Context: an optimization exercise on an open-source flow, tuned for small area. The choices shown serve that exercise and are no tape-out recipe.
The RTL was checked by simulation tests, not by an equivalence proof against the original design.
No activity file was given, so power comes from the tool's default toggle rates.

## top
module top(rst,z,clk,rot_a,rot_b,y,LCD_RS,LCD_W,LCD_E,data);
Size: roughly 1500 cells after synthesis, roughly 16 I/O pins, about 0.017 sq mm of cells after synthesis.
Settings: LEC_CHECK=0, CAP_MARGIN=0, CORE_MARGIN=2, CORE_UTILIZATION=40, CTS_BUF_LIST=sky130_fd_sc_hd__clkbuf_16, CTS_CLUSTER_DIAMETER=60, CTS_CLUSTER_SIZE=30, SLEW_MARGIN=0; clock period 8.0 ns.
standard.sh (not shown) runs the stock make flow with config.mk's settings and CLKGATE_MAP_FILE= SYNTH_SCRIPT=/design/flow/synth_recipe.tcl, a recipe that flattens the netlist after the stock synthesis.
==> flow/flow/run.sh <==
#!/bin/bash
# Own layout flow: the standard synthesis, then the combinational logic between
# the standard synthesis's flip-flops re-mapped for area (the flip-flops, their
# names and cell types are kept as they are), then the standard layout steps.
set -euo pipefail
work=$(pwd)
res=$work/orfs/results/${FLOW_PLATFORM:-sky130hd}/top/base
yosys_bin=yosys
if [[ -x "$FLOW_HOME/../tools/install/yosys/bin/yosys" ]]; then
  yosys_bin="$FLOW_HOME/../tools/install/yosys/bin/yosys"
fi

bash standard.sh synth > "$work/flow_synth.log" 2>&1

cp "$res/1_2_yosys.v" "$work/std_netlist.v"
LIB="$FLOW_HOME/platforms/sky130hd/lib/sky130_fd_sc_hd__tt_025C_1v80.lib" \
  IN="$work/std_netlist.v" OUT="$work/remap_netlist.v" \
  "$yosys_bin" -c "$work/flow/remap.tcl" > "$work/flow_remap.log" 2>&1

cp "$work/remap_netlist.v" "$res/1_2_yosys.v"
rm -f "$res/1_synth.odb" "$res/1_synth.sdc"

# clock tree: large leaf clusters on clkbuf_16, no dummy load cells
export CTS_ARGS="-sink_clustering_enable -repair_clock_nets -dont_use_dummy_load -sink_clustering_size 34 -sink_clustering_max_diameter 55 -buf_list sky130_fd_sc_hd__clkbuf_16"
bash standard.sh finish > "$work/flow_finish.log" 2>&1
Other scripts of this flow, unchanged in this note and not shown: flow/flow/remap.tcl
The first run passed the timing, DRC and antenna checks.
==> next run, changes <==
--- a/flow/flow/run.sh
+++ b/flow/flow/run.sh
@@ -22,4 +22,6 @@
 
 # clock tree: large leaf clusters on clkbuf_16, no dummy load cells
-export CTS_ARGS="-sink_clustering_enable -repair_clock_nets -dont_use_dummy_load -sink_clustering_size 34 -sink_clustering_max_diameter 55 -buf_list sky130_fd_sc_hd__clkbuf_16"
+export CTS_ARGS="-sink_clustering_enable -repair_clock_nets -dont_use_dummy_load -sink_clustering_size 30 -sink_clustering_max_diameter 70 -buf_list sky130_fd_sc_hd__clkbuf_16"
+# port buffers: the smallest buffer cell
+export BUFFER_PORTS_ARGS="-buffer_cell sky130_fd_sc_hd__buf_1"
 bash standard.sh finish > "$work/flow_finish.log" 2>&1
- CTS_CLUSTER_DIAMETER: 60 -> 70
=>
- core utilization shrinks by 0.93 points
- critical path depth is unchanged
- combinational power shrinks by about 4%
- final cell count shrinks by 0.73%
- via count shrinks by 0.63%
==> next run, changes <==
--- a/flow/flow/run.sh
+++ b/flow/flow/run.sh
@@ -21,7 +21,3 @@
 rm -f "$res/1_synth.odb" "$res/1_synth.sdc"
 
-# clock tree: large leaf clusters on clkbuf_16, no dummy load cells
-export CTS_ARGS="-sink_clustering_enable -repair_clock_nets -dont_use_dummy_load -sink_clustering_size 30 -sink_clustering_max_diameter 70 -buf_list sky130_fd_sc_hd__clkbuf_16"
-# port buffers: the smallest buffer cell
-export BUFFER_PORTS_ARGS="-buffer_cell sky130_fd_sc_hd__buf_1"
 bash standard.sh finish > "$work/flow_finish.log" 2>&1
- CTS_CLUSTER_DIAMETER: 70 -> 60
After rerunning: The new run went through all stages and came out clean; count of clock-buffer cells in the layout grows by 9; global-route usage goes up by 0.87 points; flip-flop and latch count does not change; combinational power rises by about 4%; routed wire length went up by 4.2%; synthesized area is unchanged; power went up by 12%; via count came out higher by 1.2%.
==> next run, changes <==
--- a/flow/flow/run.sh
+++ b/flow/flow/run.sh
@@ -21,3 +21,7 @@
 rm -f "$res/1_synth.odb" "$res/1_synth.sdc"
 
+# clock tree: large leaf clusters on clkbuf_16, no dummy load cells
+export CTS_ARGS="-sink_clustering_enable -repair_clock_nets -dont_use_dummy_load -sink_clustering_size 30 -sink_clustering_max_diameter 70 -buf_list sky130_fd_sc_hd__clkbuf_16"
+# port buffers: the smallest buffer cell
+export BUFFER_PORTS_ARGS="-buffer_cell sky130_fd_sc_hd__buf_1"
 bash standard.sh finish > "$work/flow_finish.log" 2>&1
- sequential share of layout area rises by 2.2 points
- utilization falls by 1.5 points
- setup slack hardly moves
==> next run, changes <==
--- a/flow/flow/run.sh
+++ b/flow/flow/run.sh
@@ -22,6 +22,4 @@
 
 # clock tree: large leaf clusters on clkbuf_16, no dummy load cells
-export CTS_ARGS="-sink_clustering_enable -repair_clock_nets -dont_use_dummy_load -sink_clustering_size 30 -sink_clustering_max_diameter 70 -buf_list sky130_fd_sc_hd__clkbuf_16"
-# port buffers: the smallest buffer cell
-export BUFFER_PORTS_ARGS="-buffer_cell sky130_fd_sc_hd__buf_1"
+export CTS_ARGS="-sink_clustering_enable -repair_clock_nets -dont_use_dummy_load -sink_clustering_size 37 -sink_clustering_max_diameter 62 -buf_list sky130_fd_sc_hd__clkbuf_16"
 bash standard.sh finish > "$work/flow_finish.log" 2>&1
- CORE_UTILIZATION: 40 -> 55
- PLACE_DENSITY: unset -> 0.7
=> The new run completed without violations. Total power grows by 1.3%. Utilization grows by 17 points. Clock-buffer cell count grows by 3. Final area hardly moves. Non-clock buffer count grows by 4. Synthesized area does not change.
==> next run, changes <==
--- a/flow/flow/run.sh
+++ b/flow/flow/run.sh
@@ -22,4 +22,6 @@
 
 # clock tree: large leaf clusters on clkbuf_16, no dummy load cells
-export CTS_ARGS="-sink_clustering_enable -repair_clock_nets -dont_use_dummy_load -sink_clustering_size 37 -sink_clustering_max_diameter 62 -buf_list sky130_fd_sc_hd__clkbuf_16"
+export CTS_ARGS="-sink_clustering_enable -repair_clock_nets -dont_use_dummy_load -sink_clustering_size 28 -sink_clustering_max_diameter 80 -buf_list sky130_fd_sc_hd__clkbuf_16"
+# port buffers: the smallest buffer cell
+export BUFFER_PORTS_ARGS="-buffer_cell sky130_fd_sc_hd__buf_1"
 bash standard.sh finish > "$work/flow_finish.log" 2>&1
- CORE_UTILIZATION: 55 -> 40
- PLACE_DENSITY: 0.7 -> unset
Outcome:
- The changed run went through all stages and came out clean
- global-route usage shrinks by 5.8 points
- fmax grows by 2.1%
- sequential power barely changes
- routed wire length grows by 0.54%
- die area grows by 37%
- synthesized area is unchanged
- power shrinks by 0.80%
- via count shrinks by 1.2%

==> port drivers added, routing unchanged <==
How much do the figures lean on ideal ports? The routed layouts below were timed once more, with nothing changed but the port constraints.
Step 1 assumes that a clkbuf_16 drives the clock port and a buf_2 every other input.
Step 2 times the ports against the registers' clock, not the clock port: input delays grow and output delays shrink by t, the midpoint of the rising clock arrivals with the driver on.
Three values: ideal ports, drivers, drivers and shift; two values: the first two.
run	t, ns	setup WS [ns]	hold WS [ns]	worst setup path at the end	latest minus earliest clock arrival (ns)
the first run	0.582	1.019 / 1.019 / 1.019	0.277 / 0.277 / 0.277	register to register	0.072 / 0.072
the second run	0.605	1.019 / 1.019 / 1.019	0.307 / 0.307 / 0.307	register to register	0.044 / 0.044
the third run	0.597	1.022 / 1.022 / 1.022	0.323 / 0.323 / 0.323	register to register	0.035 / 0.036
the fourth run	0.605	1.019 / 1.019 / 1.019	0.307 / 0.307 / 0.307	register to register	0.044 / 0.044
the fifth run	0.618	0.829 / 0.829 / 0.829	0.303 / 0.303 / 0.303	register to register	0.081 / 0.082
the sixth run	0.614	0.974 / 0.974 / 0.974	0.298 / 0.298 / 0.298	register to register	0.052 / 0.052
After both steps setup and hold are still met in every run listed.
